Background: an optimization exercise with open tools, aiming at small area. Do not read the settings as production practice. The RTL was checked by simulation tests, not by an equivalence proof against the original design. Power figures rest on the tool's default switching activity, not on a simulated workload.

==> flow/design.v <==
module rst_synch(RST_n, clk, rst_n);
input RST_n, clk;
output reg rst_n;
reg out1;
always @(posedge clk, negedge RST_n)
  if (!RST_n) begin
    out1 <= 1'b0;
    rst_n <= 1'b0;
  end else begin
    out1 <= 1'b1;
    rst_n <= out1;
  end
endmodule
module SPI_mstr16(clk, rst_n, wrt, MISO, SS_n, SCLK, busy, front, shft, bit_cnt, sclk_cnt, MISO_smpl, first_smpl);
input clk, rst_n, wrt, MISO;
output SS_n;
output SCLK;
output busy;			 
output front;			 
output reg shft;		 
output reg [3:0] bit_cnt;
output [4:0] sclk_cnt;		 
output reg MISO_smpl;
output reg first_smpl;		 
localparam IDLE = 2'd0, FRONT = 2'd1, GO = 2'd2, BACK = 2'd3;
reg [1:0] state, nxt_state;
reg [4:0] sclk_div;
reg en_SCLK;
wire [8:0] cnt_inc;
wire cnt_co;
rc_inc #(9) u_cinc(.a({bit_cnt, sclk_div}), .ci(1'b1), .s(cnt_inc), .co(cnt_co));
wire sclk_all1 = &sclk_div;
wire bit_all1 = &bit_cnt;
assign SCLK = sclk_div[4];
assign sclk_cnt = sclk_div;
wire smpl = ~sclk_div[4] & (&sclk_div[3:0]);
wire shft_nxt = sclk_all1;
assign busy = (state != IDLE);
assign SS_n = ~busy;
assign front = (state == FRONT);
always @(posedge clk, negedge rst_n)
	if(!rst_n)
		state <= IDLE;
	else
		state <= nxt_state;
always @(posedge clk, negedge rst_n)
	if(!rst_n)
		sclk_div[4] <= 1'b0;
	else if(SS_n)
		sclk_div[4] <= 1'b1;
	else if(en_SCLK)
		sclk_div[4] <= cnt_inc[4];
always @(posedge clk)
	if(SS_n)
		{bit_cnt, sclk_div[3:0]} <= 8'hF7;
	else if(en_SCLK)
		{bit_cnt, sclk_div[3:0]} <= {cnt_inc[8:5], cnt_inc[3:0]};
always @(posedge clk)
	if(smpl)
		MISO_smpl <= MISO;
always @(posedge clk, negedge rst_n)
	if(!rst_n)
		first_smpl <= 1'b0;
	else if(shft & (state == GO) & (bit_cnt == 4'h0))
		first_smpl <= MISO_smpl;
always @* begin
	nxt_state = state;
	shft = 1'b0;
	en_SCLK = 1'b0;
	case(state)
	  IDLE : if(wrt) nxt_state = FRONT;
	  FRONT : begin
		en_SCLK = 1'b1;
		if(shft_nxt) nxt_state = GO;
	  end
	  GO : begin
		if(bit_all1) nxt_state = BACK;
		else begin
			en_SCLK = 1'b1;
			shft = shft_nxt;
		end
	  end
	  default : begin	 
		if(shft_nxt) begin
			nxt_state = IDLE;
			shft = 1'b1;
		end else
			en_SCLK = 1'b1;
	  end
	endcase
end
endmodule
module A2D_intf(clk, rst_n, nxt, MISO, lft_ld, rght_ld, batt_low, a2d_SS_n, SCLK, MOSI);
input clk, rst_n, nxt;
input MISO;
output reg [11:0] lft_ld, rght_ld;
output batt_low;
output a2d_SS_n, SCLK, MOSI;
wire busy, shft, MISO_smpl, first_smpl;
wire [3:0] bit_cnt;
reg wrt, update;
reg [1:0] rnd_cnt;
reg [11:0] rd;		 
reg batt11;		 
wire done = ~busy;
SPI_mstr16 SPI(.clk(clk), .rst_n(rst_n), .wrt(wrt), .MISO(MISO), .SS_n(a2d_SS_n), .SCLK(SCLK),
		.busy(busy), .front(), .shft(shft), .bit_cnt(bit_cnt), .sclk_cnt(), .MISO_smpl(MISO_smpl), .first_smpl(first_smpl));
wire [2:0] chnl = {rnd_cnt[0] | rnd_cnt[1], 1'b0, rnd_cnt[1]};
reg cmd_bit;
always @* begin
	case(bit_cnt)
	  4'd2: cmd_bit = chnl[2];
	  4'd3: cmd_bit = chnl[1];
	  4'd4: cmd_bit = chnl[0];
	  default: cmd_bit = 1'b0;
	endcase
end
assign MOSI = busy ? cmd_bit : first_smpl;
always @(posedge clk)
	if(shft)
		rd <= {rd[10:0], MISO_smpl};
always @(posedge clk, negedge rst_n)
	if(!rst_n)
		rnd_cnt <= 2'b00;
	else if(update)
		rnd_cnt <= {rnd_cnt[0], ~rnd_cnt[0] & ~rnd_cnt[1]};
always @(posedge clk, negedge rst_n)
	if(!rst_n)
		lft_ld <= 12'h000;
	else if(update & ~rnd_cnt[0] & ~rnd_cnt[1])
		lft_ld <= rd;
always @(posedge clk, negedge rst_n)
	if(!rst_n)
		rght_ld <= 12'h000;
	else if(update & rnd_cnt[0])
		rght_ld <= rd;
always @(posedge clk, negedge rst_n)
	if(!rst_n)
		batt11 <= 1'b0;
	else if(update & rnd_cnt[1])
		batt11 <= rd[11];
assign batt_low = ~batt11;
localparam IDLE = 2'd0, SEND_1ST = 2'd1, WAIT_1 = 2'd2, SEND_2ND = 2'd3;
reg [1:0] state, nxt_state;
always @(posedge clk, negedge rst_n)
	if(!rst_n)
		state <= IDLE;
	else
		state <= nxt_state;
always @* begin
	nxt_state = state;
	wrt = 1'b0;
	update = 1'b0;
	case(state)
	  IDLE : if(nxt) begin nxt_state = SEND_1ST; wrt = 1'b1; end
	  SEND_1ST : if(done) nxt_state = WAIT_1;
	  WAIT_1 : begin nxt_state = SEND_2ND; wrt = 1'b1; end
	  default : if(done) begin nxt_state = IDLE; update = 1'b1; end
	endcase
end
endmodule
module UART_rcv(clk, rst_n, RX, clr_rdy, rdy_g, rdy_s);
input clk, rst_n;
input RX;
input clr_rdy;
output rdy_g, rdy_s;		 
reg state;			 
reg [3:0] bit_cnt;
reg [11:0] baud_cnt;
reg rx_ff1, rx_ff2;
reg gm, sm;			 
localparam [11:0] BAUD_END = 12'h800, BAUD_HALF = 12'h564, BAUD_FULL = 12'hE47;
wire shift = (baud_cnt == BAUD_END);
wire [11:0] baud_step = {baud_cnt[10:0], baud_cnt[11] ^ baud_cnt[10]};
wire [3:0] bit_inc;
wire bit_co;
rc_inc #(4) u_binc(.a(bit_cnt), .ci(1'b1), .s(bit_inc), .co(bit_co));
wire start = ~state & ~rx_ff2;
wire last = state & (bit_cnt == 4'b1010);
always @(posedge clk or negedge rst_n)
  if (!rst_n)
    state <= 1'b0;
  else if (start)
    state <= 1'b1;
  else if (last)
    state <= 1'b0;
always @(posedge clk)
  if (start)
    bit_cnt <= 4'b0000;
  else if (shift)
    bit_cnt <= bit_inc;
always @(posedge clk)
  if (start)
    baud_cnt <= BAUD_HALF;
  else if (shift)
    baud_cnt <= BAUD_FULL;
  else
    baud_cnt <= baud_step;
reg exp_g, exp_s, dbit;
always @* begin
  dbit = 1'b1;
  exp_g = 1'b0;
  exp_s = 1'b0;
  case (bit_cnt)
    4'd1: begin exp_g = 1'b1; exp_s = 1'b1; end
    4'd2: begin exp_g = 1'b1; exp_s = 1'b1; end
    4'd3: begin exp_g = 1'b1; exp_s = 1'b0; end
    4'd4: begin exp_g = 1'b0; exp_s = 1'b0; end
    4'd5: begin exp_g = 1'b0; exp_s = 1'b1; end
    4'd6: begin exp_g = 1'b1; exp_s = 1'b1; end
    4'd7: begin exp_g = 1'b1; exp_s = 1'b1; end
    4'd8: begin exp_g = 1'b0; exp_s = 1'b0; end
    default: dbit = 1'b0;
  endcase
end
always @(posedge clk or negedge rst_n)
  if (!rst_n) begin
    gm <= 1'b0;
    sm <= 1'b0;
  end else if (start) begin
    gm <= 1'b1;
    sm <= 1'b1;
  end else if (clr_rdy) begin
    gm <= 1'b0;
    sm <= 1'b0;
  end else if (shift & dbit & state) begin
    gm <= gm & (rx_ff2 == exp_g);
    sm <= sm & (rx_ff2 == exp_s);
  end
always_ff @(posedge clk or negedge rst_n)
  if (!rst_n)
    begin
      rx_ff1 <= 1'b1;
      rx_ff2 <= 1'b1;
    end
  else
    begin
      rx_ff1 <= RX;
      rx_ff2 <= rx_ff1;
    end
assign rdy_g = ~state & gm;
assign rdy_s = ~state & sm;
endmodule
module Auth_blk(clk, rst_n, RX, rider_off, pwr_up);
input clk, rst_n, RX, rider_off;
output reg pwr_up;
wire g, s;
reg clr_rx_rdy;
UART_rcv RCV(.clk(clk), .rst_n(rst_n), .RX(RX), .clr_rdy(clr_rx_rdy), .rdy_g(g), .rdy_s(s));
localparam OFF = 2'd0, PWR1 = 2'd1, PWR2 = 2'd2;
reg [1:0] state, nxt_state;
always @(posedge clk, negedge rst_n)
	if(!rst_n)
		state <= OFF;
	else
		state <= nxt_state;
always @* begin
	nxt_state = OFF;
	pwr_up = 1'b0;
	clr_rx_rdy = 1'b0;
	case(state)
	  OFF : if(g) begin nxt_state = PWR1; pwr_up = 1'b1; clr_rx_rdy = 1'b1; end
	  PWR1 : begin
		pwr_up = 1'b1;
		if(s) begin nxt_state = PWR2; clr_rx_rdy = 1'b1; end
		else nxt_state = PWR1;
	  end
	  PWR2 : begin
		if(g) begin nxt_state = PWR1; pwr_up = 1'b1; clr_rx_rdy = 1'b1; end
		else if(!rider_off) begin nxt_state = PWR2; pwr_up = 1'b1; end
	  end
	  default : ;
	endcase
end
endmodule
module PWM11(clk, rst_n, cnt, clr, PWM_sig);
input clk, rst_n;
input [10:0] cnt;
input clr;
output reg PWM_sig;
always @(posedge clk, negedge rst_n)
  if(!rst_n)
    PWM_sig <= 1'b0;
  else if(clr)
    PWM_sig <= 1'b0;
  else if(~|cnt)
    PWM_sig <= 1'b1;
endmodule
module mtr_drv(clk, rst_n, cnt, pwr_up, lft_ge, rght_ge, lft_rev, rght_rev, PWM_rev_lft, PWM_rev_rght, PWM_frwrd_lft, PWM_frwrd_rght);
input clk, rst_n;
input [10:0] cnt;
input pwr_up;			 
input lft_ge, rght_ge;		 
input lft_rev, rght_rev;
output PWM_rev_lft, PWM_rev_rght;
output PWM_frwrd_lft, PWM_frwrd_rght;
wire lft_pwm_sig, rght_pwm_sig;
assign PWM_rev_lft = lft_rev & lft_pwm_sig;
assign PWM_frwrd_lft = ~lft_rev & lft_pwm_sig;
assign PWM_rev_rght = rght_rev & rght_pwm_sig;
assign PWM_frwrd_rght = ~rght_rev & rght_pwm_sig;
PWM11 l_pwm(.clk(clk), .rst_n(rst_n), .cnt(cnt), .clr(~pwr_up | lft_ge), .PWM_sig(lft_pwm_sig)),
      r_pwm(.clk(clk), .rst_n(rst_n), .cnt(cnt), .clr(~pwr_up | rght_ge), .PWM_sig(rght_pwm_sig));
endmodule
module Piezo_Timer(clk, rst_n, reset, steer_en_tmr_full, cnt16_full, cnt);
input clk, rst_n, reset;
output steer_en_tmr_full;
output cnt16_full;
output reg [26:0] cnt;
wire [26:0] nxt;
wire [27:0] c;
assign c[0] = 1'b1;
genvar i;
generate for (i = 0; i < 27; i = i + 1) begin : g
	assign nxt[i] = cnt[i] ^ c[i];
	assign c[i+1] = cnt[i] & c[i];
end endgenerate
assign steer_en_tmr_full = c[15];	 
assign cnt16_full = c[16];		 
always @(posedge clk, negedge rst_n)
	if(!rst_n)
		cnt <= 27'h0;
	else if(reset)
		cnt <= 27'h0;
	else
		cnt <= nxt;
endmodule
module piezo(clk, rst_n, en_steer, ovr_spd, batt_low, steer_en_clr_tmr, piezo, piezo_n, steer_en_tmr_full, cnt16_full);
input clk, rst_n, en_steer, ovr_spd, batt_low, steer_en_clr_tmr;
output piezo, piezo_n, steer_en_tmr_full, cnt16_full;
wire wave;
wire [26:0] cnt;
wire any = en_steer | ovr_spd | batt_low;
Piezo_Timer piezo_timer(.clk(clk), .rst_n(rst_n), .reset(~any & steer_en_clr_tmr), .cnt(cnt), .steer_en_tmr_full(steer_en_tmr_full), .cnt16_full(cnt16_full));
assign wave = 	(ovr_spd) ? (~cnt[12] & ~cnt[24]) :
		(en_steer) ? (~cnt[14] & ~cnt[25] & ~cnt[26]) : 1'b0;
assign piezo = (wave | (batt_low & ~cnt[15] & cnt[26] & ~cnt[25]));
assign piezo_n = any & ~piezo;
endmodule
module inertial_integrator(clk, rst_n, vld, ld_cmp, cmp_en, sclk_cnt, bit_cnt, ptch_rt, AZ, ptch);
input clk, rst_n, vld, ld_cmp;
input cmp_en;			 
input [4:0] sclk_cnt;		 
input [3:0] bit_cnt;		 
input [15:0] ptch_rt, AZ;
output [15:0] ptch;
reg [26:0] ptch_int;
reg [16:0] inc;
reg cmp;
assign ptch = ptch_int[26:11];
wire [26:0] ptch_int_nxt;
wire pn_co;
rc_add #(27) u_pn(.a(ptch_int), .b({{10{inc[16]}}, inc}), .ci(1'b0), .s(ptch_int_nxt), .co(pn_co));
wire [15:0] p = ptch_int_nxt[26:11];
reg [7:0] dl;			 
reg oc;				 
reg asgn;			 
reg [2:0] sc;			 
reg az_k, pb_k, off_k;
always @* begin
  az_k = asgn;
  case (sclk_cnt)
    5'd23: az_k = AZ[0];   5'd24: az_k = AZ[1];   5'd25: az_k = AZ[2];
    5'd26: az_k = AZ[3];   5'd27: az_k = AZ[4];   5'd28: az_k = AZ[5];
    5'd29: az_k = AZ[6];   5'd30: az_k = AZ[7];   5'd31: az_k = AZ[8];
    5'd0:  az_k = AZ[9];   5'd1:  az_k = AZ[10];  5'd2:  az_k = AZ[11];
    5'd3:  az_k = AZ[12];  5'd4:  az_k = AZ[13];  5'd5:  az_k = AZ[14];
    5'd6:  az_k = AZ[15];
    default: ;
  endcase
  off_k = (sclk_cnt == 5'd30) | (sclk_cnt == 5'd31);	 
  pb_k = 1'b0;
  case (sclk_cnt)
    5'd4:  pb_k = ~p[0];   5'd5:  pb_k = ~p[1];   5'd6:  pb_k = ~p[2];
    5'd7:  pb_k = ~p[3];   5'd8:  pb_k = ~p[4];   5'd9:  pb_k = ~p[5];
    5'd10: pb_k = ~p[6];   5'd11: pb_k = ~p[7];   5'd12: pb_k = ~p[8];
    5'd13: pb_k = ~p[9];   5'd14: pb_k = ~p[10];  5'd15: pb_k = ~p[11];
    5'd16: pb_k = ~p[12];  5'd17: pb_k = ~p[13];  5'd18: pb_k = ~p[14];
    5'd19: pb_k = ~p[15];  5'd20: pb_k = ~p[15];
    default: ;
  endcase
end
wire in_az = (sclk_cnt[4] & (sclk_cnt[3] | (sclk_cnt[2] & sclk_cnt[1] & sclk_cnt[0]))) |	 
	     (~sclk_cnt[4] & ~sclk_cnt[3] & ~(sclk_cnt[2] & sclk_cnt[1] & sclk_cnt[0]));	 
wire a_k = in_az ? (az_k ^ off_k ^ oc) : asgn;
wire oc_n = (az_k & off_k) | (az_k & oc) | (off_k & oc);
wire nak = ~a_k;
wire f1s = dl[7] ^ dl[5] ^ dl[2];
wire f1c = (dl[7] & dl[5]) | (dl[7] & dl[2]) | (dl[5] & dl[2]);
wire f2s = nak ^ pb_k ^ sc[0];
wire f2c = (nak & pb_k) | (nak & sc[0]) | (pb_k & sc[0]);
wire x_k = f1s ^ f2s;			 
wire h0c = f1s & f2s;
wire f3s = f1c ^ f2c ^ h0c;
wire f3c = (f1c & f2c) | (f1c & h0c) | (f2c & h0c);
wire t1 = f3s ^ sc[1];
wire h1c = f3s & sc[1];
wire t2 = f3c ^ h1c ^ sc[2];
wire t3 = (f3c & h1c) | (f3c & sc[2]) | (h1c & sc[2]);
wire [2:0] sc_n = {t3, t2, t1};
always @(posedge clk) begin
  if (ld_cmp) begin
    dl <= 8'h00;
    oc <= 1'b0;
    sc <= 3'd1;
  end else begin
    dl <= {dl[6:0], a_k};
    oc <= oc_n;
    sc <= sc_n;
  end
  if (sclk_cnt == 5'd6)
    asgn <= a_k;
  if (cmp_en & (bit_cnt == 4'd0) & (sclk_cnt == 5'd20))
    cmp <= ~x_k;
end
wire [15:0] rtc;
wire rtc_co;
rc_add #(16) u_rtc(.a(ptch_rt), .b(16'hFC3E), .ci(1'b0), .s(rtc), .co(rtc_co));
wire [16:0] inc_nxt;
wire in_co;
rc_add #(17) u_in(.a(~{rtc[15], rtc}), .b({{6{~cmp}}, 1'b1, 10'h000}), .ci(1'b1), .s(inc_nxt), .co(in_co));
always @(posedge clk, negedge rst_n)
	if(!rst_n) begin
		ptch_int <= 27'h0;
		inc <= 17'h007C2;
	end else if(vld) begin
		ptch_int <= ptch_int_nxt;
		inc <= inc_nxt;
	end
endmodule
module inert_intf(clk, rst_n, vld, ptch, SS_n, SCLK, MOSI, MISO, INT, init_go);
  input clk, rst_n;
  input INT;
  input init_go;		 
  output vld;
  output [15:0] ptch;
  input MISO;
  output SS_n, SCLK, MOSI;
  reg INT1, INT_stable;
  reg [7:0] ptchL, ptchH, AZL;
  reg [7:0] rd;			 
  localparam INIT1 = 4'd0, INIT2 = 4'd1, INIT3 = 4'd2, INIT4 = 4'd3, WAIT = 4'd4,
	     RD1 = 4'd5, RD2 = 4'd6, RD3 = 4'd7, RD4 = 4'd8;
  reg [3:0] state, nxt_state;
  wire done = ~busy & (state != INIT1);
  reg wrt;
  wire busy, front, shft, MISO_smpl, first_smpl;
  wire [3:0] bit_cnt;
  wire [4:0] sclk_cnt;
  SPI_mstr16 iSPI(.clk(clk), .rst_n(rst_n), .wrt(wrt), .MISO(MISO), .SS_n(SS_n), .SCLK(SCLK),
		  .busy(busy), .front(front), .shft(shft), .bit_cnt(bit_cnt), .sclk_cnt(sclk_cnt), .MISO_smpl(MISO_smpl), .first_smpl(first_smpl));
  inertial_integrator iINT(.clk(clk), .rst_n(rst_n), .vld(vld), .ld_cmp((state == RD3) & done),
			   .cmp_en(state == RD4), .sclk_cnt(sclk_cnt), .bit_cnt(bit_cnt),
			   .ptch_rt({ptchH, ptchL}), .AZ({rd, AZL}), .ptch(ptch));
  reg [15:0] cip;
  always @* begin
    case(state)
      INIT2: cip = 16'h0D02;
      INIT3: cip = 16'h1053;
      INIT4: cip = 16'h1150;
      WAIT:  cip = 16'h1460;
      RD1:   cip = 16'hA200;
      RD2:   cip = 16'hA300;
      RD3:   cip = 16'hAC00;
      RD4:   cip = 16'hAD00;
      default: cip = 16'h0D02;
    endcase
  end
  assign MOSI = busy ? cip[front ? 4'hF : ~bit_cnt] : first_smpl;
  always @(posedge clk)
    if(shft)
      rd <= {rd[6:0], MISO_smpl};
  always_ff@(posedge clk) begin
    INT1 <= INT;
    INT_stable <= INT1;
  end
  always_ff@(posedge clk, negedge rst_n)
    if(!rst_n)
      state <= INIT1;
    else
      state <= nxt_state;
  always_comb begin
    wrt = 1'b0;
    nxt_state = state;
    case(state)
      INIT1: if(init_go) begin wrt = 1'b1; nxt_state = INIT2; end
      INIT2: if(done) begin wrt = 1'b1; nxt_state = INIT3; end
      INIT3: if(done) begin wrt = 1'b1; nxt_state = INIT4; end
      INIT4: if(done) begin wrt = 1'b1; nxt_state = WAIT; end
      WAIT:  if(done & INT_stable) begin wrt = 1'b1; nxt_state = RD1; end
      RD1:   if(done) begin wrt = 1'b1; nxt_state = RD2; end
      RD2:   if(done) begin wrt = 1'b1; nxt_state = RD3; end
      RD3:   if(done) begin wrt = 1'b1; nxt_state = RD4; end
      RD4:   if(done) nxt_state = WAIT;
      default: nxt_state = INIT1;
    endcase
  end
  assign vld = (state == RD4) & done;
  always_ff@(posedge clk)
    if((state == WAIT) & done & INT_stable)
      ptchL <= rd;
  always_ff@(posedge clk)
    if((state == RD1) & done)
      ptchH <= rd;
  always_ff@(posedge clk)
    if((state == RD2) & done)
      AZL <= rd;
endmodule
module balance_cntrl(clk, rst_n, vld, pwr_up, ptch, ld_cell_diff, rider_off, en_steer,
		     cnt_nxt, lft_ge, lft_rev, rght_ge, rght_rev, too_fast);
  input clk, rst_n;
  input vld;
  input pwr_up;
  input [15:0] ptch;
  input [11:0] ld_cell_diff;
  input rider_off;
  input en_steer;
  input [10:0] cnt_nxt;		 
  output lft_ge;		 
  output lft_rev;
  output rght_ge;
  output rght_rev;
  output too_fast;
  reg [17:0] full_integrator;
  reg [9:0] prev_ptch_err, intermediate;
  wire [9:0] e = ptch[15] ? (&ptch[14:9] ? ptch[9:0] : 10'h200) :
			     (|ptch[14:9] ? 10'h1FF : ptch[9:0]);
  wire [17:0] next_integrator;
  wire ni_co;
  rc_add #(18) u_int(.a(full_integrator), .b({{8{e[9]}}, e}), .ci(1'b0), .s(next_integrator), .co(ni_co));
  wire ov = (e[9] & full_integrator[17] & ~next_integrator[17]) |
	    (~e[9] & ~full_integrator[17] & next_integrator[17]);
  always @(posedge clk)
	if(rider_off | ~pwr_up)
		full_integrator <= 18'h0;
	else if(vld & ~ov)
		full_integrator <= next_integrator;
  always @(posedge clk, negedge rst_n)
	if(!rst_n) begin
		prev_ptch_err <= 10'h0;
		intermediate <= 10'h0;
	end
	else if(vld) begin
		prev_ptch_err <= intermediate;
		intermediate <= e;
	end
  wire [9:0] dd;
  wire dd_co;
  rc_add #(10) u_dd(.a(e), .b(~prev_ptch_err), .ci(1'b1), .s(dd), .co(dd_co));
  wire [6:0] d = dd[9] ? (&dd[8:6] ? dd[6:0] : 7'h40) :
			 (|dd[8:6] ? 7'h3F : dd[6:0]);
  wire [11:0] I = full_integrator[13:2];
  wire [14:0] pid;
  pid_sum u_pid(.e(e), .d(d), .I(I), .y(pid));
  wire [11:0] dif = ld_cell_diff;
  wire [14:0] D8 = {{6{dif[11]}}, dif[11:3]};
  wire nz = |dif[2:0];
  wire neg = dif[11] & (|dif[10:0]);
  wire [14:0] st_l = en_steer ? (neg ? D8 : ~D8) : 15'h0;
  wire [14:0] st_r = en_steer ? (neg ? ~D8 : D8) : 15'h0;
  wire ci_l = en_steer & (neg ? nz : 1'b1);
  wire ci_r = en_steer & neg & ~nz;
  wire [14:0] tl, tr;
  wire tl_co, tr_co;
  rc_add #(15) u_tl(.a(pid), .b(st_l), .ci(ci_l), .s(tl), .co(tl_co));
  rc_add #(15) u_tr(.a(pid), .b(st_r), .ci(ci_r), .s(tr), .co(tr_co));
  wire [10:0] lspd_n, rspd_n;
  wire lrev_n, rrev_n;
  torque_shape u_l(.t(tl), .spd(lspd_n), .rev(lrev_n));
  torque_shape u_r(.t(tr), .spd(rspd_n), .rev(rrev_n));
  wire lge_n, rge_n;
  rc_carry #(11) u_lge(.a(cnt_nxt), .b(~lspd_n), .ci(1'b1), .co(lge_n));
  rc_carry #(11) u_rge(.a(cnt_nxt), .b(~rspd_n), .ci(1'b1), .co(rge_n));
  wire tf_n = (lspd_n[10] & lspd_n[9] & (|lspd_n[8:0])) | (rspd_n[10] & rspd_n[9] & (|rspd_n[8:0]));
  reg lft_ge_f, rght_ge_f, lft_rev_f, rght_rev_f, tf_f;
  always_ff@(posedge clk) begin
		lft_ge_f <= lge_n;
		rght_ge_f <= rge_n;
		lft_rev_f <= lrev_n;
		rght_rev_f <= rrev_n;
		tf_f <= tf_n;
  end
  assign lft_ge = lft_ge_f;
  assign rght_ge = rght_ge_f;
  assign lft_rev = lft_rev_f;
  assign rght_rev = rght_rev_f;
  assign too_fast = pwr_up & tf_f;
endmodule
module torque_shape(input [14:0] t, output [10:0] spd, output rev);
  assign rev = t[14];
  wire [13:0] oc = t[13:0] ^ {14{t[14]}};	 
  wire big = (|oc[13:7]) | (oc[6] & (oc[5] | oc[4] | oc[3] | (oc[2] & (oc[1] | (rev & oc[0])))));
  wire [10:0] adj;
  wire adj_co;
  rc_add #(11) u_adj(.a(oc[10:0]), .b(11'd980), .ci(rev), .s(adj), .co(adj_co));
  wire sat = adj_co | (|oc[13:11]);
  wire [6:0] a;
  wire a_co;
  rc_inc #(7) u_a(.a(oc[6:0]), .ci(rev), .s(a), .co(a_co));
  wire [10:0] m;
  wire m_co;
  rc_add #(11) u_m(.a({a, 4'b0000}), .b(~{4'b0000, a}), .ci(1'b1), .s(m), .co(m_co));
  assign spd = big ? (sat ? 11'h7FF : adj) : m;
endmodule
module pid_sum(input [9:0] e, input [6:0] d, input [11:0] I, output [14:0] y);
  wire s0 = ~e[0] ^ I[1] ^ 1'b1;
  wire c0 = (~e[0] & I[1]) | (~e[0] & 1'b1) | (I[1] & 1'b1);
  wire s1 = ~e[1] ^ d[0] ^ I[2];
  wire c1 = (~e[1] & d[0]) | (~e[1] & I[2]) | (d[0] & I[2]);
  wire s2 = ~e[2] ^ d[1] ^ I[3];
  wire c2 = (~e[2] & d[1]) | (~e[2] & I[3]) | (d[1] & I[3]);
  wire s3 = e[0] ^ ~e[3] ^ d[0];
  wire c3 = (e[0] & ~e[3]) | (e[0] & d[0]) | (~e[3] & d[0]);
  wire s4 = d[2] ^ I[4] ^ c2;
  wire c4 = (d[2] & I[4]) | (d[2] & c2) | (I[4] & c2);
  wire s5 = e[1] ^ ~e[4] ^ d[1];
  wire c5 = (e[1] & ~e[4]) | (e[1] & d[1]) | (~e[4] & d[1]);
  wire s6 = d[3] ^ I[5] ^ c3;
  wire c6 = (d[3] & I[5]) | (d[3] & c3) | (I[5] & c3);
  wire s7 = c4 ^ s5 ^ s6;
  wire c7 = (c4 & s5) | (c4 & s6) | (s5 & s6);
  wire s8 = e[2] ^ ~e[5] ^ d[2];
  wire c8 = (e[2] & ~e[5]) | (e[2] & d[2]) | (~e[5] & d[2]);
  wire s9 = d[4] ^ I[6] ^ c5;
  wire c9 = (d[4] & I[6]) | (d[4] & c5) | (I[6] & c5);
  wire s10 = c6 ^ c7 ^ s8;
  wire c10 = (c6 & c7) | (c6 & s8) | (c7 & s8);
  wire s11 = e[3] ^ ~e[6] ^ d[3];
  wire c11 = (e[3] & ~e[6]) | (e[3] & d[3]) | (~e[6] & d[3]);
  wire s12 = d[5] ^ I[7] ^ c8;
  wire c12 = (d[5] & I[7]) | (d[5] & c8) | (I[7] & c8);
  wire s13 = c9 ^ c10 ^ s11;
  wire c13 = (c9 & c10) | (c9 & s11) | (c10 & s11);
  wire s14 = e[4] ^ ~e[7] ^ d[4];
  wire c14 = (e[4] & ~e[7]) | (e[4] & d[4]) | (~e[7] & d[4]);
  wire s15 = ~d[6] ^ I[8] ^ 1'b1;
  wire c15 = (~d[6] & I[8]) | (~d[6] & 1'b1) | (I[8] & 1'b1);
  wire s16 = c11 ^ c12 ^ c13;
  wire c16 = (c11 & c12) | (c11 & c13) | (c12 & c13);
  wire s17 = s14 ^ s15 ^ s16;
  wire c17 = (s14 & s15) | (s14 & s16) | (s15 & s16);
  wire s18 = e[5] ^ ~e[8] ^ d[5];
  wire c18 = (e[5] & ~e[8]) | (e[5] & d[5]) | (~e[8] & d[5]);
  wire s19 = I[9] ^ 1'b1 ^ c14;
  wire c19 = (I[9] & 1'b1) | (I[9] & c14) | (1'b1 & c14);
  wire s20 = c15 ^ c16 ^ c17;
  wire c20 = (c15 & c16) | (c15 & c17) | (c16 & c17);
  wire s21 = s18 ^ s19 ^ s20;
  wire c21 = (s18 & s19) | (s18 & s20) | (s19 & s20);
  wire s22 = e[6] ^ e[9] ^ ~d[6];
  wire c22 = (e[6] & e[9]) | (e[6] & ~d[6]) | (e[9] & ~d[6]);
  wire s23 = I[10] ^ 1'b1 ^ c18;
  wire c23 = (I[10] & 1'b1) | (I[10] & c18) | (1'b1 & c18);
  wire s24 = c19 ^ c20 ^ c21;
  wire c24 = (c19 & c20) | (c19 & c21) | (c20 & c21);
  wire s25 = s22 ^ s23 ^ s24;
  wire c25 = (s22 & s23) | (s22 & s24) | (s23 & s24);
  wire s26 = e[7] ^ ~I[11] ^ 1'b1;
  wire c26 = (e[7] & ~I[11]) | (e[7] & 1'b1) | (~I[11] & 1'b1);
  wire s27 = c22 ^ c23 ^ c24;
  wire c27 = (c22 & c23) | (c22 & c24) | (c23 & c24);
  wire s28 = c25 ^ s26 ^ s27;
  wire c28 = (c25 & s26) | (c25 & s27) | (s26 & s27);
  wire s29 = e[8] ^ c26 ^ c27;
  wire c29 = (e[8] & c26) | (e[8] & c27) | (c26 & c27);
  wire [14:0] r1 = {1'b1, ~e[9], c28, s28, s25, s21, s17, s12, s9, s7, s3, c1, c0, s0, I[0]};
  wire [14:0] r2 = {1'b0, c29, s29, 1'b0, 1'b0, 1'b0, 1'b0, s13, s10, 1'b0, s4, s2, s1, 1'b0, 1'b0};
  wire co;
  rc_add #(15) u_add(.a(r1), .b(r2), .ci(1'b0), .s(y), .co(co));
endmodule
module steer_en_SM(clk, rst_n, lft_load, rght_load, tmr_full, en_steer, rider_off, clr_tmr, load_cell_diff);
  input clk;
  input rst_n;
  input [11:0] lft_load, rght_load;
  input tmr_full;
  output reg en_steer;
  output reg rider_off;
  output reg clr_tmr;
  output [11:0] load_cell_diff;
  localparam IDLE = 2'd0, WAIT = 2'd1, STEER = 2'd2;
  reg [1:0] state, nxt_state;
  wire [11:0] sum_lo;
  wire sum_hi;
  rc_add #(12) u_sum(.a(lft_load), .b(rght_load), .ci(1'b0), .s(sum_lo), .co(sum_hi));
  wire [12:0] sum = {sum_hi, sum_lo};
  wire sum_gt_min = sum > 13'h220;
  wire sum_lt_min = sum < 13'h1E0;
  wire [11:0] dif;
  wire dif_co;
  rc_add #(12) u_dif(.a(lft_load), .b(~rght_load), .ci(1'b1), .s(dif), .co(dif_co));
  wire sgn = dif[11];
  wire [11:0] dif_oc = dif ^ {12{sgn}};
  assign load_cell_diff = dif;	 
  wire diff_gt_1_4;
  rc_carry #(12) u_c14(.a(dif_oc), .b(~{1'b0, sum[12:2]}), .ci(sgn), .co(diff_gt_1_4));
  wire [8:0] q = sum[12:4];
  wire [11:0] y_lo;
  wire y_co;
  rc_add #(12) u_y(.a(dif_oc), .b({3'b000, q}), .ci(sgn), .s(y_lo), .co(y_co));
  wire [12:0] y = {y_co, y_lo};
  wire diff_gt_15_16;
  rc_carry #(9) u_c1516(.a(y[12:4]), .b(~q), .ci(|y[3:0]), .co(diff_gt_15_16));
  always_ff@(posedge clk, negedge rst_n)
    if(!rst_n)
      state <= IDLE;
    else
      state <= nxt_state;
  always_comb begin
    clr_tmr = 0;
    en_steer = 0;
    rider_off = 1;
    nxt_state = IDLE;
    case(state)
    IDLE: if(sum_gt_min) begin
      clr_tmr = 1;
      rider_off = 0;
      nxt_state = WAIT;
    end
    WAIT: if(sum_lt_min) begin
      rider_off = 1;
      nxt_state = IDLE;
    end
    else if(diff_gt_1_4) begin
      clr_tmr = 1;
      nxt_state = WAIT;
      rider_off = 0;
    end
    else if(tmr_full) begin
      en_steer = 1;
      nxt_state = STEER;
      rider_off = 0;
    end
    else begin
      nxt_state = WAIT;
      rider_off = 0;
    end
    STEER: if(sum_lt_min) begin
      rider_off = 1;
      nxt_state = IDLE;
    end
    else if(diff_gt_15_16) begin
      clr_tmr = 1;
      nxt_state = WAIT;
      rider_off = 0;
    end
    else begin
      en_steer = 1;
      nxt_state = STEER;
      rider_off = 0;
    end
    default: nxt_state = IDLE;
    endcase
  end
endmodule
module Segway(clk,RST_n,LED,INERT_SS_n,INERT_MOSI,
              INERT_SCLK,INERT_MISO,A2D_SS_n,A2D_MOSI,A2D_SCLK,
			  A2D_MISO,PWM_rev_rght,PWM_frwrd_rght,PWM_rev_lft,
			  PWM_frwrd_lft,piezo_n,piezo,INT,RX);
  input clk,RST_n;
  input INERT_MISO;
  input A2D_MISO;
  input INT;
  input RX;
  output [7:0] LED;
  output A2D_SS_n, INERT_SS_n;
  output A2D_MOSI, INERT_MOSI;
  output A2D_SCLK, INERT_SCLK;
  output PWM_rev_rght, PWM_frwrd_rght;
  output PWM_rev_lft, PWM_frwrd_lft;
  output piezo_n,piezo;
  wire rst_n;
  wire [11:0] lft_ld, rght_ld;
  wire batt_low;
  wire pwr_up;
  wire [15:0] ptch;
  wire vld;
  wire lft_rev, rght_rev, too_fast;
  wire rider_off, en_steer;
  wire [11:0] load_cell_diff;
  wire steer_en_tmr_full, steer_en_clr_tmr;
  wire [10:0] tmr16, tmr16_nxt;
  wire lft_ge, rght_ge;
  wire init_go;
  assign LED = ptch[15:8];
  free_tmr iTMR(.clk(clk), .rst_n(rst_n), .cnt(tmr16), .nxt(tmr16_nxt));
  A2D_intf a2d_intf_DUT(.clk(clk), .rst_n(rst_n), .nxt(vld), .MISO(A2D_MISO),
			.lft_ld(lft_ld), .rght_ld(rght_ld), .batt_low(batt_low),
			.a2d_SS_n(A2D_SS_n), .SCLK(A2D_SCLK), .MOSI(A2D_MOSI));
  Auth_blk auth_blk_DUT(.clk(clk), .rst_n(rst_n), .RX(RX), .rider_off(rider_off), .pwr_up(pwr_up));
  mtr_drv mtr_drv_DUT(.clk(clk), .rst_n(rst_n), .cnt(tmr16[10:0]), .pwr_up(pwr_up),
			.lft_ge(lft_ge), .rght_ge(rght_ge), .lft_rev(lft_rev), .rght_rev(rght_rev),
			.PWM_rev_lft(PWM_rev_lft), .PWM_rev_rght(PWM_rev_rght),
			.PWM_frwrd_lft(PWM_frwrd_lft), .PWM_frwrd_rght(PWM_frwrd_rght));
  piezo piezo_DUT(.clk(clk), .rst_n(rst_n), .en_steer(en_steer), .ovr_spd(too_fast),
			.batt_low(batt_low), .steer_en_clr_tmr(steer_en_clr_tmr),
			.piezo(piezo), .piezo_n(piezo_n), .steer_en_tmr_full(steer_en_tmr_full), .cnt16_full(init_go));
  inert_intf inert_intf_DUT(.clk(clk), .rst_n(rst_n), .INT(INT), .MISO(INERT_MISO), .init_go(init_go),
				.vld(vld), .ptch(ptch), .SS_n(INERT_SS_n), .SCLK(INERT_SCLK), .MOSI(INERT_MOSI));
  balance_cntrl balance_ctrl_DUT(.clk(clk), .rst_n(rst_n), .pwr_up(pwr_up), .vld(vld), .ptch(ptch),
				.ld_cell_diff(load_cell_diff), .rider_off(rider_off), .en_steer(en_steer),
				.cnt_nxt(tmr16_nxt[10:0]), .lft_ge(lft_ge), .lft_rev(lft_rev), .rght_ge(rght_ge), .rght_rev(rght_rev),
				.too_fast(too_fast));
  steer_en_SM steer_en_DUT(.clk(clk), .rst_n(rst_n), .lft_load(lft_ld), .rght_load(rght_ld),
				.tmr_full(steer_en_tmr_full), .en_steer(en_steer), .rider_off(rider_off),
				.load_cell_diff(load_cell_diff), .clr_tmr(steer_en_clr_tmr));
  rst_synch iRST(.clk(clk), .RST_n(RST_n), .rst_n(rst_n));
endmodule
module rc_add #(parameter W = 8) (input [W-1:0] a, input [W-1:0] b, input ci, output [W-1:0] s, output co);
  wire [W:0] c;
  assign c[0] = ci;
  genvar i;
  generate for (i = 0; i < W; i = i + 1) begin : g
    wire p = a[i] ^ b[i];
    assign s[i] = p ^ c[i];
    assign c[i+1] = (a[i] & b[i]) | (p & c[i]);
  end endgenerate
  assign co = c[W];
endmodule
module rc_carry #(parameter W = 8) (input [W-1:0] a, input [W-1:0] b, input ci, output co);
  wire [W:0] c;
  assign c[0] = ci;
  genvar i;
  generate for (i = 0; i < W; i = i + 1) begin : g
    assign c[i+1] = (a[i] & b[i]) | ((a[i] | b[i]) & c[i]);
  end endgenerate
  assign co = c[W];
endmodule
module rc_inc #(parameter W = 8) (input [W-1:0] a, input ci, output [W-1:0] s, output co);
  wire [W:0] c;
  assign c[0] = ci;
  genvar i;
  generate for (i = 0; i < W; i = i + 1) begin : g
    assign s[i] = a[i] ^ c[i];
    assign c[i+1] = a[i] & c[i];
  end endgenerate
  assign co = c[W];
endmodule
module free_tmr(input clk, input rst_n, output reg [10:0] cnt, output [10:0] nxt);
  wire co;
  rc_inc #(11) u_inc(.a(cnt), .ci(1'b1), .s(nxt), .co(co));
  always @(posedge clk, negedge rst_n)
    if (!rst_n) cnt <= 11'h0;
    else cnt <= nxt;
endmodule
==> flow/flow/run.sh <==
#!/bin/bash
# The standard layout (standard.sh) with three changes:
#  1. after the standard synthesis, the combinational cells (all but the
#     flip-flops, adder cells and tie cells) are re-mapped by ABC with an
#     area-leaning script (resynth.tcl, abc_resynth.script);
#  2. clock tree synthesis adds no dummy loads;
#  3. the port buffers use the smallest buffer cell.
# Each tool's output goes to a log file in this folder (and ORFS's own logs).
set -euo pipefail
R=$PWD/orfs/results/$FLOW_PLATFORM/Segway/base
bash standard.sh synth > standard_synth.log 2>&1
cp $R/1_2_yosys.v $R/1_2_yosys_std.v
RESYNTH_RESULTS=$R yosys -c flow/resynth.tcl > resynth.log 2>&1
rm -f $R/1_synth.odb $R/1_synth.sdc
bash standard.sh \
  "CTS_ARGS=-sink_clustering_enable -repair_clock_nets -sink_clustering_size 16 -sink_clustering_max_diameter 80 -buf_list sky130_fd_sc_hd__clkbuf_8 -dont_use_dummy_load" \
  "BUFFER_PORTS_ARGS=-buffer_cell sky130_fd_sc_hd__buf_1" \
  finish > standard.log 2>&1
==> flow/flow/abc_resynth.script <==
&get -n
&st
&dch
&nf -R 1000
&st
&dch -f
&nf -R 1000
&st
&dch -f
&nf -R 1000
&st
&dch -f
&nf -R 1000
&put
==> flow/flow/resynth.tcl <==
# Re-map the combinational logic of the standard synthesis with an
# area-leaning ABC script.  Flip-flops, full adders and tie cells of the
# standard netlist are kept as they are (same instances, names and cell
# types); every other cell is read as its liberty function and re-mapped.
set lib $::env(FLOW_HOME)/platforms/sky130hd/lib/sky130_fd_sc_hd__tt_025C_1v80.lib
set res $::env(RESYNTH_RESULTS)
yosys read_liberty -ignore_miss_func $lib
foreach c {conb_1 dfrtp_1 dfrtp_2 dfrtp_4 dfstp_1 dfstp_2 dfstp_4 dfxtp_1 dfxtp_2 dfxtp_4 edfxtp_1 fa_1 fa_2 fa_4 dfrbp_1 dfrbp_2 dfsbp_1 dfsbp_2 dfxbp_1 dfxbp_2 edfxbp_1 dlxtp_1} {
  yosys setattr -mod -set blackbox 1 sky130_fd_sc_hd__$c
}
yosys read_verilog $res/1_2_yosys_std.v
yosys hierarchy -top $::env(FLOW_TOP)
yosys tee -o resynth_before.txt stat -liberty $lib
yosys flatten
# nets named after the flattened cells' pins are internal
yosys rename -hide w:_*
yosys opt_clean -purge
set f [open abc.constr w]
puts $f "set_driving_cell sky130_fd_sc_hd__buf_1"
puts $f "set_load 5"
close $f
yosys abc -script [file normalize flow/abc_resynth.script] -liberty $lib -constr [file normalize abc.constr] \
  -dont_use sky130_fd_sc_hd__probe_p_8 -dont_use sky130_fd_sc_hd__probec_p_8 -dont_use sky130_fd_sc_hd__lpflow_*
yosys splitnets
yosys opt_clean -purge
# as ORFS: buffer nets that go straight from a cell or input to an output port
yosys insbuf -buf sky130_fd_sc_hd__buf_4 A X
yosys tee -o resynth_after.txt stat -liberty $lib
yosys write_verilog -noattr -nohex -nodec $res/1_2_yosys.v
==> flow/standard.sh <==
#!/bin/bash
# synth_recipe.tcl (not shown) runs the flow's synth.tcl, then flattens the netlist and writes it again
# the make line also repeats each setting of config.mk as NAME=value (left out here)
make -C /OpenROAD-flow-scripts/flow DESIGN_CONFIG=/design/flow/config.mk WORK_HOME=/design/flow/orfs CLKGATE_MAP_FILE= SYNTH_SCRIPT=/design/flow/synth_recipe.tcl "${@:-finish}"
==> flow/config.mk <==
export PLATFORM = sky130hd
export DESIGN_NAME = Segway
export DESIGN_NICKNAME = Segway
export VERILOG_FILES = /design/flow/design.v
export SDC_FILE = /design/flow/constraint.sdc
export NUM_CORES = 4
export LEC_CHECK = 0
export CAP_MARGIN = 20
export CORE_MARGIN = 2
export CORE_UTILIZATION = 40
export CTS_BUF_LIST = sky130_fd_sc_hd__clkbuf_8
export CTS_CLUSTER_DIAMETER = 80
export CTS_CLUSTER_SIZE = 16
export PLACE_DENSITY = 0.6
export SLEW_MARGIN = 20
==> flow/constraint.sdc <==
create_clock -name core_clock -period 20.0 [get_ports {clk}]
set_input_delay 4.0000 -clock core_clock [delete_from_list [all_inputs] [get_ports {clk}]]
set_output_delay 4.0000 -clock core_clock [all_outputs]
set_load 0.01 [all_outputs]
==> results.cfg, run 1 <==
[status]
status = complete, no violations

[timing]
post-route-period-util = 0.956
setup_tns_ps = 0
worst_slack_ps = 877
hold_viol = 0
setup_violations = 0
period_needed_ps = 19120
skew_ps = 48.1
fmax_ghz = 0.0523
finalMaxSlewViolations = 0
tightest_slew_ps = 1030
max-slew-margin-rel = 0.306

[final_layout]
final_area_um2 = 18100
antenna_cells = 0
postLayoutCoreUtil = 0.441
fin_nets = 1935
area_delta_synth_final_pct = 8.15
final_common_cell = nor2_1
layout_common_cells = nor2_1 (239), clkinv_1 (168), fa_1 (148)
drive_gt1_frac = 0.0485

[clock_tree]
ctsHoldBuffers = 0
tritoncts = built
h-tree-depth = 1
root_buffer = clkbuf_8
clkLatencyLatePin_ps = 590
cts_sinks = 276
cts_max_path_buffers = 3
numCtsBuffers = 22
path_clk_slew_ps = 100

[drt]
drt_iter0_markers = 743
totalWireLength_mm = 34.9
drc_errors = 0
ant_nets = 0
vias = 12100
firstDrtPassIters = 5
viasPerCell = 5.23
detail_route.wl_per_cell_um = 15.1

[synthesis]
avgSynthCellArea_um2 = 9.79
netlist_area_um2 = 16700
postSynthCellCount = 1708
synth_warnings = 12
syn-num-nets = 1867

[critical_path]
required_ps = 20480
critPathCaptureType = register
critPathBufInv = 5
path_class = register to register
cp.arrival_ps = 19600
cp_max_fo = 10
path_delay_family = adder cells
start_kind = register
cp_common_cell = fa_1
critical-path-max-stage-delay_ps = 520
slowest_stage = fa_1

[floorplan]
io_pins = 26
dieArea_um2 = 43500
rows = 74
core_um2 = 41000
die_w_um = 209
die_y_um = 209
initial_core_util = 0.408

[place]
io_buffers = 25
place_ws_ps = -502
gp_congestion = 0.850
place_area_um2 = 17600
dp_hpwl_mm = 26.1

[grt]
grt_max_degree = 75
grt_pass1_wl_mm = 60.2
grt_pass1_vias = 12100
grt.overflow.total = 0
antenna_found_initial = 0
grt_usage = 0.166

[pwr]
powerDensity_nw_per_um2 = 50.1
peakVddDrop_mv = 0.0561
power_uw = 907
leakage_uw = 0.00709

[flow_run]
maxCapViolations = 0

[hold_path]
hold_class = register to async pin
worst paths after layout:
| check | slack, ps | from | depth (start not counted) | endpoint |
|---|---|---|---|---|
| hold reg to reg | 310 | iRST.rst_n$_DFF_PN0_ | 0 | inert_intf_DUT.state[0]$_DFFE_PN0P_ |
| setup / recovery | 880 | a2d_intf_DUT.lft_ld[0]$_DFFE_PN0P_ | 67 | balance_ctrl_DUT.rght_ge_f$_DFF_P_ |
| min in group core_clock | 340 | inert_intf_DUT.INT1$_DFF_P_ | 0 | inert_intf_DUT.INT_stable$_DFF_P_ |
| setup reg to reg | 880 | a2d_intf_DUT.lft_ld[0]$_DFFE_PN0P_ | 67 | balance_ctrl_DUT.rght_ge_f$_DFF_P_ |
| max in group asynchronous | 16680 | RST_n | 1 | iRST.rst_n$_DFF_PN0_ |
| hold / removal | 310 | iRST.rst_n$_DFF_PN0_ | 0 | inert_intf_DUT.state[0]$_DFFE_PN0P_ |
worst reg2reg max path: cells and delay by family, from the launching register on:
| family | cells | cell delay [ps] |
|---|---|---|
| AOI/OAI and AO/OA | 13 | 1880 |
| adders and majority gates | 35 | 13750 |
| xor gates and xnor gates | 6 | 1130 |
| buffers and inverters | 5 | 550 |
| and+or+nand+nor | 8 | 1290 |
| DFF | 1 | 410 |
through the flow:
step	instances	hold slack (ps)
after global routing	2306	350
after detailed placement	2279	318
after global placement	2279	322
after CTS	2303	344
after floorplan	1708	310
final	2306	314
power breakdown:
| group | switching (uW) | internal, uW |
|---|---|---|
| Sequential | 12.3 | 585 |
| Combinational | 16.1 | 12.0 |
| Clock | 183 | 98.7 |
layer usage:
layer / track usage / up-vias / wire (um)
met5: 0 / - / 0
met4: 0.0444 / 0 / 861
met3: 0.0219 / 51 / 1080
met2: 0.280 / 168 / 16700
met1: 0.225 / 5921 / 16200
li1: - / 5927 / -
sequential cells by signal, indices dropped and copies added (netlist names), 10 cells and up:
name                              flops
balance_ctrl_DUT.full_integrator     18
balance_ctrl_DUT.intermediate        10
balance_ctrl_DUT.prev_ptch_err       10
inert_intf_DUT.iINT.inc              17
a2d_intf_DUT.rd                      12
iTMR.cnt                             11
a2d_intf_DUT.lft_ld                  12
auth_blk_DUT.RCV.baud_cnt            12
a2d_intf_DUT.rght_ld                 12
inert_intf_DUT.iINT.ptch_int         27
piezo_DUT.piezo_timer.cnt            27
layout make-up:
class,instances,area [um2]
tap,532,666
timing repair buffer,52,300
multi-input combinational,1254,9380
inverter,170,638
clock buffer,22,303
fill,3973,22900
sequential,276,6800
what timing repair did:
| action | 4_1_cts | 5_1_grt |
|---|---|---|
| buffers inserted | 2 | 3 |
| resized for setup | 5 | 26 |
| pin swaps | 1 | 9 |
| setup endpoints to repair | 2 | 3 |
==> inputs of run 2 (changes only) <==
--- a/flow/flow/run.sh
+++ b/flow/flow/run.sh
@@ -14,5 +14,5 @@
 rm -f $R/1_synth.odb $R/1_synth.sdc
 bash standard.sh \
-  "CTS_ARGS=-sink_clustering_enable -repair_clock_nets -sink_clustering_size 16 -sink_clustering_max_diameter 80 -buf_list sky130_fd_sc_hd__clkbuf_8 -dont_use_dummy_load" \
+  "CTS_ARGS=-sink_clustering_enable -repair_clock_nets -sink_clustering_size 10 -sink_clustering_max_diameter 50 -buf_list sky130_fd_sc_hd__clkbuf_4 -dont_use_dummy_load" \
   "BUFFER_PORTS_ARGS=-buffer_cell sky130_fd_sc_hd__buf_1" \
   finish > standard.log 2>&1
==> run 2 against run 1 <==
  * Fmax shrank 0.19%
  * Die area is the same
  * Critical path depth shrank 3
  * Clock skew grew 67 ps
  * Cell area shrank 0.18%
  * Sequential share of layout area grew 0.068 points
  * Non-clock buffer count is the same
  * Clock power shrank 4%
  * Global-route usage grew 0.16 points
  * Hold slack lost 19 ps
  * Critical path type unchanged
==> results.cfg, run 2 <==
[floorplan]
die_w_um = 209
dieArea_um2 = 43500
rows = 74
initial_core_util = 0.408
core_um2 = 41000
die_y_um = 209
io_pins = 26

[timing]
skew_ps = 116
tightest_slew_ps = 1070
setup_violations = 0
fin_hold_ws_ps = 295
finalMaxSlewViolations = 0
setup_tns_ps = 0
hold_viol = 0
fmax_ghz = 0.0522
max-slew-margin-rel = 0.282
period_needed_ps = 19160
post-route-period-util = 0.958

[place]
dp_hpwl_mm = 26.1
dp_cells = 2279
gp_congestion = 0.850
io_buffers = 25

[clock_tree]
tritoncts = built
root_buffer = clkbuf_4
path_clk_slew_ps = 110
h-tree-depth = 2
numCtsBuffers = 37
cts_max_path_buffers = 3
ctsHoldBuffers = 0
cts_sinks = 276
clkLatencyLatePin_ps = 740

[pwr]
p_comb_frac = 0.031
peakVddDrop_mv = 0.0390
powerDensity_nw_per_um2 = 49.6
power.switching_uw = 214
power_frac_clock = 0.302
swShare = 0.238
p_int_uw = 682
pwr-share-seq = 0.667
leakage_uw = 0.00709

[final_layout]
drive_gt1_frac = 0.0553
area_delta_synth_final_pct = 7.95
final_common_cell = nor2_1
final_cells = 2322
layout_common_cells = nor2_1 (239), clkinv_1 (168), fa_1 (149)
fin_nets = 1950
reg_top3 = inert_intf_DUT.iINT.ptch_int: 27 flops, piezo_DUT.piezo_timer.cnt: 27 flops, balance_ctrl_DUT.full_integrator: 18 flops

[critical_path]
required_ps = 20560
slowest_stage = fa_1
r2r_cells = 64
cp.arrival_ps = 19720
critical-path-max-stage-delay_ps = 520
cp_common_cell = fa_1
cp_max_fo = 10
critPathBufInv = 3
start_kind = register
critPathCaptureType = register
path_delay_family = adder cells
cp.depth = 64
path_class = register to register

[grt]
grt.overflow.total = 0
grt_pass1_wl_mm = 60.5
grt_usage = 0.167
grt_pass1_vias = 12200
antenna_found_initial = 3
grt_max_degree = 75

[synthesis]
postSynthCellCount = 1708
syn-num-nets = 1867
synth_warnings = 12
netlist_area_um2 = 16700
avgSynthCellArea_um2 = 9.79

[drt]
ant_nets = 0
vias = 12200
drc_errors = 0
viasPerCell = 5.24
firstDrtPassIters = 7
detail_route.wl_per_cell_um = 15.1
totalWireLength_mm = 35.0
drt_iter0_markers = 838

[flow_run]
maxCapViolations = 0

[hold_path]
hold_class = register to async pin

[status]
status = complete, no violations
[run 2: cell count changes in the layout (fill, tap and decap cells not counted)]
cell,previous run,this run
clkbuf_4,0,37
clkbuf_8,22,0
diode_2,0,1
fa_1,148,149
fa_2,5,4
xnor2_1,67,68
xnor2_2,7,6
[run 2: worst paths after layout]
path,end,slack [ps],startpoint
worst min register to register,inert_intf_DUT.iSPI.state[0]$_DFFE_PN0P_,290,iRST.rst_n$_DFF_PN0_
min in group core_clock,inert_intf_DUT.INT_stable$_DFF_P_,330,inert_intf_DUT.INT1$_DFF_P_
worst max register to register,balance_ctrl_DUT.rght_ge_f$_DFF_P_,840,a2d_intf_DUT.lft_ld[0]$_DFFE_PN0P_
worst min-delay path,inert_intf_DUT.iSPI.state[0]$_DFFE_PN0P_,290,iRST.rst_n$_DFF_PN0_
max in group asynchronous,iRST.rst_n$_DFF_PN0_,16820,RST_n
worst max-delay path,balance_ctrl_DUT.rght_ge_f$_DFF_P_,840,a2d_intf_DUT.lft_ld[0]$_DFFE_PN0P_
[run 2: area by class of cell]
class	instances	area [um2]
tap	532	666
sequential	276	6800
multi-input combinational	1254	9370
inverter	170	638
timing repair buffer	52	300
antenna	1	2.50
fill	4001	23000
clock buffer	37	278
[run 2: repair_timing]
item,in CTS,in global routing
endpoints found under the setup margin,2,3
setup buffers,2,3
gates resized for setup,3,26
pin swaps,1,9
gates cloned,0,0
[run 2: layer usage]
metal / share of wire / vias to the layer above / GRT usage
li1: - / 5983 / -
met1: 0.46 / 5928 / 0.225
met2: 0.48 / 196 / 0.276
met3: 0.040 / 65 / 0.0306
met4: 0.022 / 4 / 0.0494
met5: 0.0010 / - / 0
[run 2: worst register-to-register path: cells and delay by family (launching register included)]
family | cells | cell delay, ps
AND/OR/NAND/NOR | 7 | 1150
buffers and inverters | 3 | 250
flip-flops | 1 | 420
AO/OA/AOI/OAI | 12 | 1780
XOR/XNOR | 7 | 1630
adder cells (fa/ha/maj) | 35 | 13890
[run 2: metrics by stage]
step | utilization | cell area [um2] | power (uW) | setup WS, ps
detailed placement | 0.430 | 17600 | 638 | -502
global placement | 0.430 | 17600 | 637 | 147
finish | 0.440 | 18100 | 896 | 840
floorplan | - | 16700 | 628 | 10.1
CTS | 0.438 | 17900 | 913 | 26.7
global route | 0.440 | 18100 | 943 | -92.9
[run 2: power groups by stage]
stage	registers, uW	logic, uW	clock network, uW
final	597	28.2	270
after global routing	600	33.3	310
after CTS	598	29.0	286
after detailed placement	609	29.1	0
after global placement	609	27.7	0
after floorplan	609	19.1	0
==> inputs of run 3 (changes only) <==
--- a/flow/design.v
+++ b/flow/design.v
@@ -553,12 +553,9 @@
   wire [14:0] pid;
   pid_sum u_pid(.e(e), .d(d), .I(I), .y(pid));
-  wire [11:0] dif = ld_cell_diff;
-  wire [14:0] D8 = {{6{dif[11]}}, dif[11:3]};
-  wire nz = |dif[2:0];
-  wire neg = dif[11] & (|dif[10:0]);
-  wire [14:0] st_l = en_steer ? (neg ? D8 : ~D8) : 15'h0;
-  wire [14:0] st_r = en_steer ? (neg ? ~D8 : D8) : 15'h0;
-  wire ci_l = en_steer & (neg ? nz : 1'b1);
-  wire ci_r = en_steer & neg & ~nz;
+  wire [8:0] st = ld_cell_diff[11:3];
+  wire [14:0] st_l = en_steer ? ~{{6{st[8]}}, st} : 15'h0;	 
+  wire [14:0] st_r = en_steer ?  {{6{st[8]}}, st} : 15'h0;
+  wire ci_l = en_steer;
+  wire ci_r = 1'b0;
   wire [14:0] tl, tr;
   wire tl_co, tr_co;
@@ -691,11 +688,12 @@
   wire sgn = dif[11];
   wire [11:0] dif_oc = dif ^ {12{sgn}};
-  assign load_cell_diff = dif;	 
+  wire abs_co;
+  rc_inc #(12) u_abs(.a(dif_oc), .ci(sgn), .s(load_cell_diff), .co(abs_co));
   wire diff_gt_1_4;
-  rc_carry #(12) u_c14(.a(dif_oc), .b(~{1'b0, sum[12:2]}), .ci(sgn), .co(diff_gt_1_4));
+  rc_carry #(12) u_c14(.a(load_cell_diff), .b(~{1'b0, sum[12:2]}), .ci(1'b0), .co(diff_gt_1_4));
   wire [8:0] q = sum[12:4];
   wire [11:0] y_lo;
   wire y_co;
-  rc_add #(12) u_y(.a(dif_oc), .b({3'b000, q}), .ci(sgn), .s(y_lo), .co(y_co));
+  rc_add #(12) u_y(.a(load_cell_diff), .b({3'b000, q}), .ci(1'b0), .s(y_lo), .co(y_co));
   wire [12:0] y = {y_co, y_lo};
   wire diff_gt_15_16;
--- a/flow/flow/run.sh
+++ b/flow/flow/run.sh
@@ -14,5 +14,5 @@
 rm -f $R/1_synth.odb $R/1_synth.sdc
 bash standard.sh \
-  "CTS_ARGS=-sink_clustering_enable -repair_clock_nets -sink_clustering_size 10 -sink_clustering_max_diameter 50 -buf_list sky130_fd_sc_hd__clkbuf_4 -dont_use_dummy_load" \
+  "CTS_ARGS=-sink_clustering_enable -repair_clock_nets -sink_clustering_size 16 -sink_clustering_max_diameter 80 -buf_list sky130_fd_sc_hd__clkbuf_8 -dont_use_dummy_load" \
   "BUFFER_PORTS_ARGS=-buffer_cell sky130_fd_sc_hd__buf_1" \
   finish > standard.log 2>&1
==> run 3 against run 2 <==
  * Cell area is 0.82% lower
  * Critical path type unchanged
  * Power is 4.9% higher
  * Global-route usage is 1.0 points lower
  * Clock skew is 59 ps lower
  * Combinational power is 29% higher
  * Via count is 2.6% lower
  * Critical path depth is 3 higher
  * Still clean
  * Area after synthesis is 0.55% lower
  * Utilization is 0.26 points lower
  * Largest power group unchanged
==> results.cfg, run 3 <==
[critical_path]
critical-path-max-stage-delay_ps = 470
required_ps = 20490
critPathCaptureType = register
cp-endpoint = balance_ctrl_DUT.lft_ge_f$_DFF_P_
cp.arrival_ps = 19480
r2r_start = a2d_intf_DUT.lft_ld[0]$_DFFE_PN0P_
r2r_cells = 67
path_class = register to register
r2r-end = balance_ctrl_DUT.lft_ge_f$_DFF_P_
crit_path_start = a2d_intf_DUT.lft_ld[0]$_DFFE_PN0P_
cp_max_fo = 15
slowest_stage = fa_1
start_kind = register
regToRegSetupSlack_ps = 1020
cp_common_cell = fa_1

[floorplan]
dieArea_um2 = 43200
io_pins = 26
die_w_um = 208
core_um2 = 40900
initial_core_util = 0.407
die_y_um = 208
rows = 74

[synthesis]
postSynthCellCount = 1681
avgSynthCellArea_um2 = 9.90
netlist_area_um2 = 16600
syn-num-nets = 1840
synth_warnings = 12

[final_layout]
antenna_cells = 0
area_delta_synth_final_pct = 7.66
final_cells = 2276
drive_gt1_frac = 0.0390
layout_common_cells = nor2_1 (232), clkinv_1 (163), fa_1 (153)
final_area_um2 = 17900
final_common_cell = nor2_1
reg_top3 = inert_intf_DUT.iINT.ptch_int: 27 flops, piezo_DUT.piezo_timer.cnt: 27 flops, balance_ctrl_DUT.full_integrator: 18 flops
fin_nets = 1905
n_fill_cell = 3969

[clock_tree]
numCtsBuffers = 26
path_clk_slew_ps = 100
tritoncts = built
clkLatencyLatePin_ps = 600
root_buffer = clkbuf_8
h-tree-depth = 1
ctsHoldBuffers = 0
cts_max_path_buffers = 3
cts_sinks = 276

[place]
place_area_um2 = 17500
gp_congestion = 0.874
dp_cells = 2248
dp_hpwl_mm = 25.2
io_buffers = 25

[status]
status = complete, no violations

[timing]
hold_viol = 0
fmax_ghz = 0.0527
tightest_slew_ps = 1070
rsz0062_at_grt = false
finalMaxSlewViolations = 0
skew_ps = 56.7
post-route-period-util = 0.949
setup_tns_ps = 0
period_needed_ps = 18980
max-slew-margin-rel = 0.285
setup_violations = 0

[grt]
grt.overflow.total = 0
grt_pass1_vias = 11900
use_met2 = 0.281
grt_usage = 0.157
global_route.usage.met3 = 0.0195
grt_use_met1 = 0.201
grt_pass1_wl_mm = 57.6
global_route.peak_usage_layer = met2
antenna_found_initial = 0
grt_max_degree = 78

[pwr]
pwr-share-seq = 0.639
power_frac_clock = 0.322
swShare = 0.235
peakVddDrop_mv = 0.0493
p_int_uw = 719
leakage_uw = 0.00697
p_comb_frac = 0.039
power.switching_uw = 220
powerDensity_nw_per_um2 = 52.5

[drt]
drt_iter0_markers = 498
ant_nets = 0
vias = 11900
drc_errors = 0
viasPerCell = 5.21
firstDrtPassIters = 5
totalWireLength_mm = 33.3
detail_route.wl_per_cell_um = 14.6

[flow_run]
maxCapViolations = 0

[hold_path]
hold_class = register to async pin
run 3: area by class of cell:
cell class                      instances  area (um2)  area share
Clock buffer                           26         358      0.0200
Inverter                              164         619      0.0346
Multi-Input combinational cell       1233        9220       0.515
Sequential cell                       276        6800       0.380
Tap cell                              532         666      0.0372
Timing Repair Buffer                   45         244      0.0136
run 3: repair_timing:
action                                  CTS  global route
resized for setup                         0             8
endpoints found under the setup margin    0             3
setup buffers                             0             2
run 3: critical path, delay by kind of cell (launching register included):
family          cells  cell delay, ps
simple gates       11            1640
buf+inv             6             870
xor+xnor            6            1090
fa+ha+maj          35           13110
flops               1             430
compound gates      9            1770
run 3: how the worst min path moves through the flow:
stage	start	end	depth (start not counted)
floorplan	inert_intf_DUT.INT1$_DFF_P_	inert_intf_DUT.INT_stable$_DFF_P_	0
global placement	iRST.rst_n$_DFF_PN0_	inert_intf_DUT.iINT.ptch_int[0]$_DFFE_PN0P_	0
detailed placement	iRST.rst_n$_DFF_PN0_	inert_intf_DUT.iINT.ptch_int[0]$_DFFE_PN0P_	0
CTS	iRST.rst_n$_DFF_PN0_	inert_intf_DUT.iINT.ptch_int[0]$_DFFE_PN0P_	0
global route	iRST.rst_n$_DFF_PN0_	inert_intf_DUT.iSPI.sclk_div[4]$_DFFE_PN0P_	0
finish	iRST.rst_n$_DFF_PN0_	inert_intf_DUT.iSPI.sclk_div[4]$_DFFE_PN0P_	0
run 3: power by group through the flow:
stage | combinational [uW] | clock, uW | sequential, uW
6_report | 36.3 | 303 | 601
4_1_cts | 37.0 | 319 | 601
3_5_place_dp | 36.9 | 0 | 612
5_1_grt | 42.1 | 336 | 603
3_3_place_gp | 35.5 | 0 | 612
2_1_floorplan | 24.9 | 0 | 613
run 3: routing by layer:
layer,wire (um),up-vias
li1,-,5817
met1,14800,5829
met2,16700,154
met3,890,57
met4,916,0
met5,0,-
run 3: per-stage QoR:
| step | power (uW) | utilization | hold slack (ps) | setup WS [ps] |
|---|---|---|---|---|
| 2_1_floorplan | 638 | - | 310 | 481 |
| 3_3_place_gp | 648 | 0.427 | 188 | 882 |
| 3_5_place_dp | 649 | 0.427 | 186 | 351 |
| 4_1_cts | 957 | 0.436 | 195 | 356 |
| 5_1_grt | 981 | 0.438 | 198 | 24.0 |
| 6_report | 939 | 0.438 | 182 | 1020 |

-- port drivers added, routing unchanged --
In the flow no input, the clock included, has a driving cell. The finished layouts below were timed again as built, in two steps.
Step 1 sets driving cells, clkbuf_16 on the clock port and buf_2 on the other inputs (assumed; they add their load-dependent delay and slew).
Step 2 moves the port delays by t, midway between the first and last clock arrival at a register: inputs arrive t later, outputs are due t later. That takes back most of the time a late clock gives input paths.
Three values: ideal ports, drivers, drivers and shift; two values: the first two.
run | t, ns | setup WS [ns] | hold slack, ns | worst register clock-pin slew, ns | cell pins on the clock port's net
run 1 | 0.615 | 0.877 / 0.877 / 0.877 | 0.314 / 0.314 / 0.314 | 0.11 / 0.11 | 1
run 2 | 0.730 | 0.840 / 0.840 / 0.840 | 0.295 / 0.295 / 0.295 | 0.12 / 0.12 | 1
run 3 | 0.625 | 1.016 / 1.016 / 1.016 | 0.182 / 0.182 / 0.182 | 0.11 / 0.11 | 1
After both steps every run listed still meets setup and hold.
